Context: an optimization exercise on an open-source flow, tuned for small area. The choices shown serve that exercise and are no tape-out recipe. Function was checked by simulation only, so behaviour that the tests miss may differ from the original. Power figures rest on the tool's default switching activity, not on a simulated workload.

Design top_nexys_a7, start of the top module:
module top_nexys_a7 (
    input clock,
    input reset,
    input confirma,
    input logic[15:0] SW,
    output logic[15:0] LED,
    output logic [7:0] AN,
    output logic [7:0] DIGIT
);
==> flow/config.mk <==
export PLATFORM = sky130hd
export DESIGN_NAME = top_nexys_a7
export DESIGN_NICKNAME = top_nexys_a7
export VERILOG_FILES = /design/flow/design.v
export SDC_FILE = /design/flow/constraint.sdc
export NUM_CORES = 4
export LEC_CHECK = 0
export CAP_MARGIN = 20
export CORE_MARGIN = 2
export CORE_UTILIZATION = 70
export CTS_BUF_LIST = sky130_fd_sc_hd__clkbuf_8
export PLACE_DENSITY = 0.8
export SLEW_MARGIN = 20
==> flow/constraint.sdc <==
create_clock -name core_clock -period 10.0 [get_ports {clock}]
set_input_delay 2.0000 -clock core_clock [delete_from_list [all_inputs] [get_ports {clock}]]
set_output_delay 2.0000 -clock core_clock [all_outputs]
set_load 0.01 [all_outputs]
standard.sh (not shown) runs the stock make flow with config.mk's settings and CLKGATE_MAP_FILE= SYNTH_SCRIPT=/design/flow/synth_recipe.tcl, a recipe that flattens the netlist after the stock synthesis.
==> flow/flow/run.sh <==
#!/bin/bash
# The standard layout (standard.sh), with three changes: ports are buffered
# with the smallest buffer, clock tree synthesis inserts no dummy loads, and
# the single constant driver of LED is not split into one tie cell per port.
set -euo pipefail
export BUFFER_PORTS_ARGS="-buffer_cell sky130_fd_sc_hd__buf_1"
export CTS_ARGS="-sink_clustering_enable -repair_clock_nets -buf_list sky130_fd_sc_hd__clkbuf_8 -dont_use_dummy_load"
export SKIP_REPAIR_TIE_FANOUT=1
bash standard.sh > standard.log 2>&1
Change:
--- a/flow/config.mk
+++ b/flow/config.mk
@@ -8,6 +8,5 @@
 export CAP_MARGIN = 20
 export CORE_MARGIN = 2
-export CORE_UTILIZATION = 70
+export CORE_UTILIZATION = 40
 export CTS_BUF_LIST = sky130_fd_sc_hd__clkbuf_8
-export PLACE_DENSITY = 0.8
 export SLEW_MARGIN = 20
Utilization goes down by 31 points.
Total power falls slightly.
Final area rose slightly.
Combinational power shrinks by a few percent.
First-iteration DRC count went up by well over a third.
Clock skew hardly moves.
Clock power increases by a few percent.
Synthesized cell count does not change.
Worst setup slack degrades by 0.038 ns.
Non-clock buffer count stays the same.
Register-to-register slack improves by 0.08 ns.

Another version of the RTL of top_nexys_a7 (not shown whole).
Size: ~470 cells after synthesis, about 92 flip-flops.
// top_nexys_a7
module top_nexys_a7 (
    input clock,
    input reset,
    input confirma,
    input logic[15:0] SW,
    output logic[15:0] LED,
    output logic [7:0] AN,
    output logic [7:0] DIGIT
);
clock: 10.0 ns
lec_check: 0
cap_margin: 20
core_margin: 2
core_utilization: 40
cts_buf_list: sky130_fd_sc_hd__clkbuf_8
slew_margin: 20
run.sh (not shown) runs the stock make flow with config.mk's settings and CLKGATE_MAP_FILE= SYNTH_SCRIPT=/design/flow/synth_recipe.tcl, a recipe that flattens the netlist after the stock synthesis.
Stock flow here: none of the scripts above is used.
The baseline went through all stages and came out clean.
Rerun with:
==> flow/flow/run.sh (new file) <==
#!/bin/bash
# The standard layout (standard.sh), with three changes: ports are buffered
# with the smallest buffer, clock tree synthesis inserts no dummy loads, and
# the single constant driver of LED is not split into one tie cell per port.
set -euo pipefail
export BUFFER_PORTS_ARGS="-buffer_cell sky130_fd_sc_hd__buf_1"
export CTS_ARGS="-sink_clustering_enable -sink_clustering_size 100 -sink_clustering_max_diameter 1000 -repair_clock_nets -buf_list sky130_fd_sc_hd__clkbuf_16 -root_buf sky130_fd_sc_hd__clkbuf_16 -dont_use_dummy_load"
export SKIP_REPAIR_TIE_FANOUT=1
bash standard.sh > standard.log 2>&1
==> flow/standard.sh (new file) <==
#!/bin/bash
# synth_recipe.tcl (not shown) runs the flow's synth.tcl, then flattens the netlist and writes it again
# the make line also repeats each setting of config.mk as NAME=value (left out here)
make -C /OpenROAD-flow-scripts/flow DESIGN_CONFIG=/design/flow/config.mk WORK_HOME=/design/flow/orfs CLKGATE_MAP_FILE= SYNTH_SCRIPT=/design/flow/synth_recipe.tcl "${@:-finish}"
removed: flow/run.sh
- sequential cell count stays the same
- synthesized area stays the same
- cell area went down by 3.9%
- final cell count went down by 3.6%
- routed wire length went down by 1.9%
- count of clock-buffer cells in the layout is unchanged
- clock power went up by 33%
- sequential power went up by about 0.7%
Rerun with:
--- a/flow/flow/run.sh
+++ b/flow/flow/run.sh
@@ -6,3 +6,3 @@
 export BUFFER_PORTS_ARGS="-buffer_cell sky130_fd_sc_hd__buf_1"
-export CTS_ARGS="-sink_clustering_enable -sink_clustering_size 100 -sink_clustering_max_diameter 1000 -repair_clock_nets -buf_list sky130_fd_sc_hd__clkbuf_16 -root_buf sky130_fd_sc_hd__clkbuf_16 -dont_use_dummy_load"
+export CTS_ARGS="-sink_clustering_enable -sink_clustering_size 50 -sink_clustering_max_diameter 1000 -repair_clock_nets -buf_list sky130_fd_sc_hd__clkbuf_8 -root_buf sky130_fd_sc_hd__clkbuf_8 -dont_use_dummy_load"
 export SKIP_REPAIR_TIE_FANOUT=1
- cell area falls slightly
- core utilization falls by 0.85 points
- power falls by a few percent
- worst setup slack got worse by 0.039 ns
- routed wire length falls slightly
- global-route usage falls by 0.19 points
- cell count is unchanged
- clock power falls by a quarter to a third
- hold slack is about the same
Rerun with:
--- a/flow/flow/run.sh
+++ b/flow/flow/run.sh
@@ -6,3 +6,3 @@
 export BUFFER_PORTS_ARGS="-buffer_cell sky130_fd_sc_hd__buf_1"
-export CTS_ARGS="-sink_clustering_enable -sink_clustering_size 50 -sink_clustering_max_diameter 1000 -repair_clock_nets -buf_list sky130_fd_sc_hd__clkbuf_8 -root_buf sky130_fd_sc_hd__clkbuf_8 -dont_use_dummy_load"
+export CTS_ARGS="-sink_clustering_enable -repair_clock_nets -buf_list sky130_fd_sc_hd__clkbuf_8 -dont_use_dummy_load"
 export SKIP_REPAIR_TIE_FANOUT=1
=> Routed wire length does not change; synthesized area stays the same; die area is unchanged.

[afterwards: timing with drivers on the ports]
No port has a modelled driver above. Below, the same layouts with a new extraction and two added sets of constraints.
Step 1: set_driving_cell puts a clkbuf_16 on clock and a buf_2 on each other input, an assumption about the parent block.
Step 2 also shifts input and output timing later by t, the mid clock arrival at the registers, as if the neighbouring blocks saw the same clock.
Slacks: ideal ports / drivers / drivers and shift; pairs: ideal ports / drivers.
run	t, ns	setup WS [ns]	worst setup path at the end	clock arrival spread, ns	cell pins on the clock port's net
the first run of note 1	0.378	4.932 / 4.900 / 5.278	register to output	0.025 / 0.026	1
the second run of note 1	0.375	4.894 / 4.862 / 5.237	register to output	0.027 / 0.026	1
the first run of note 2	0.376	4.440 / 4.409 / 4.785	register to output	0.009 / 0.009	1
the second run of note 2	0.368	4.834 / 4.799 / 5.167	register to output	0.015 / 0.015	1
the third run of note 2	0.380	4.795 / 4.764 / 5.143	register to output	0.023 / 0.023	1
the fourth run of note 2	0.380	4.795 / 4.764 / 5.143	register to output	0.023 / 0.023	1
After both steps setup and hold are still met in every run listed.
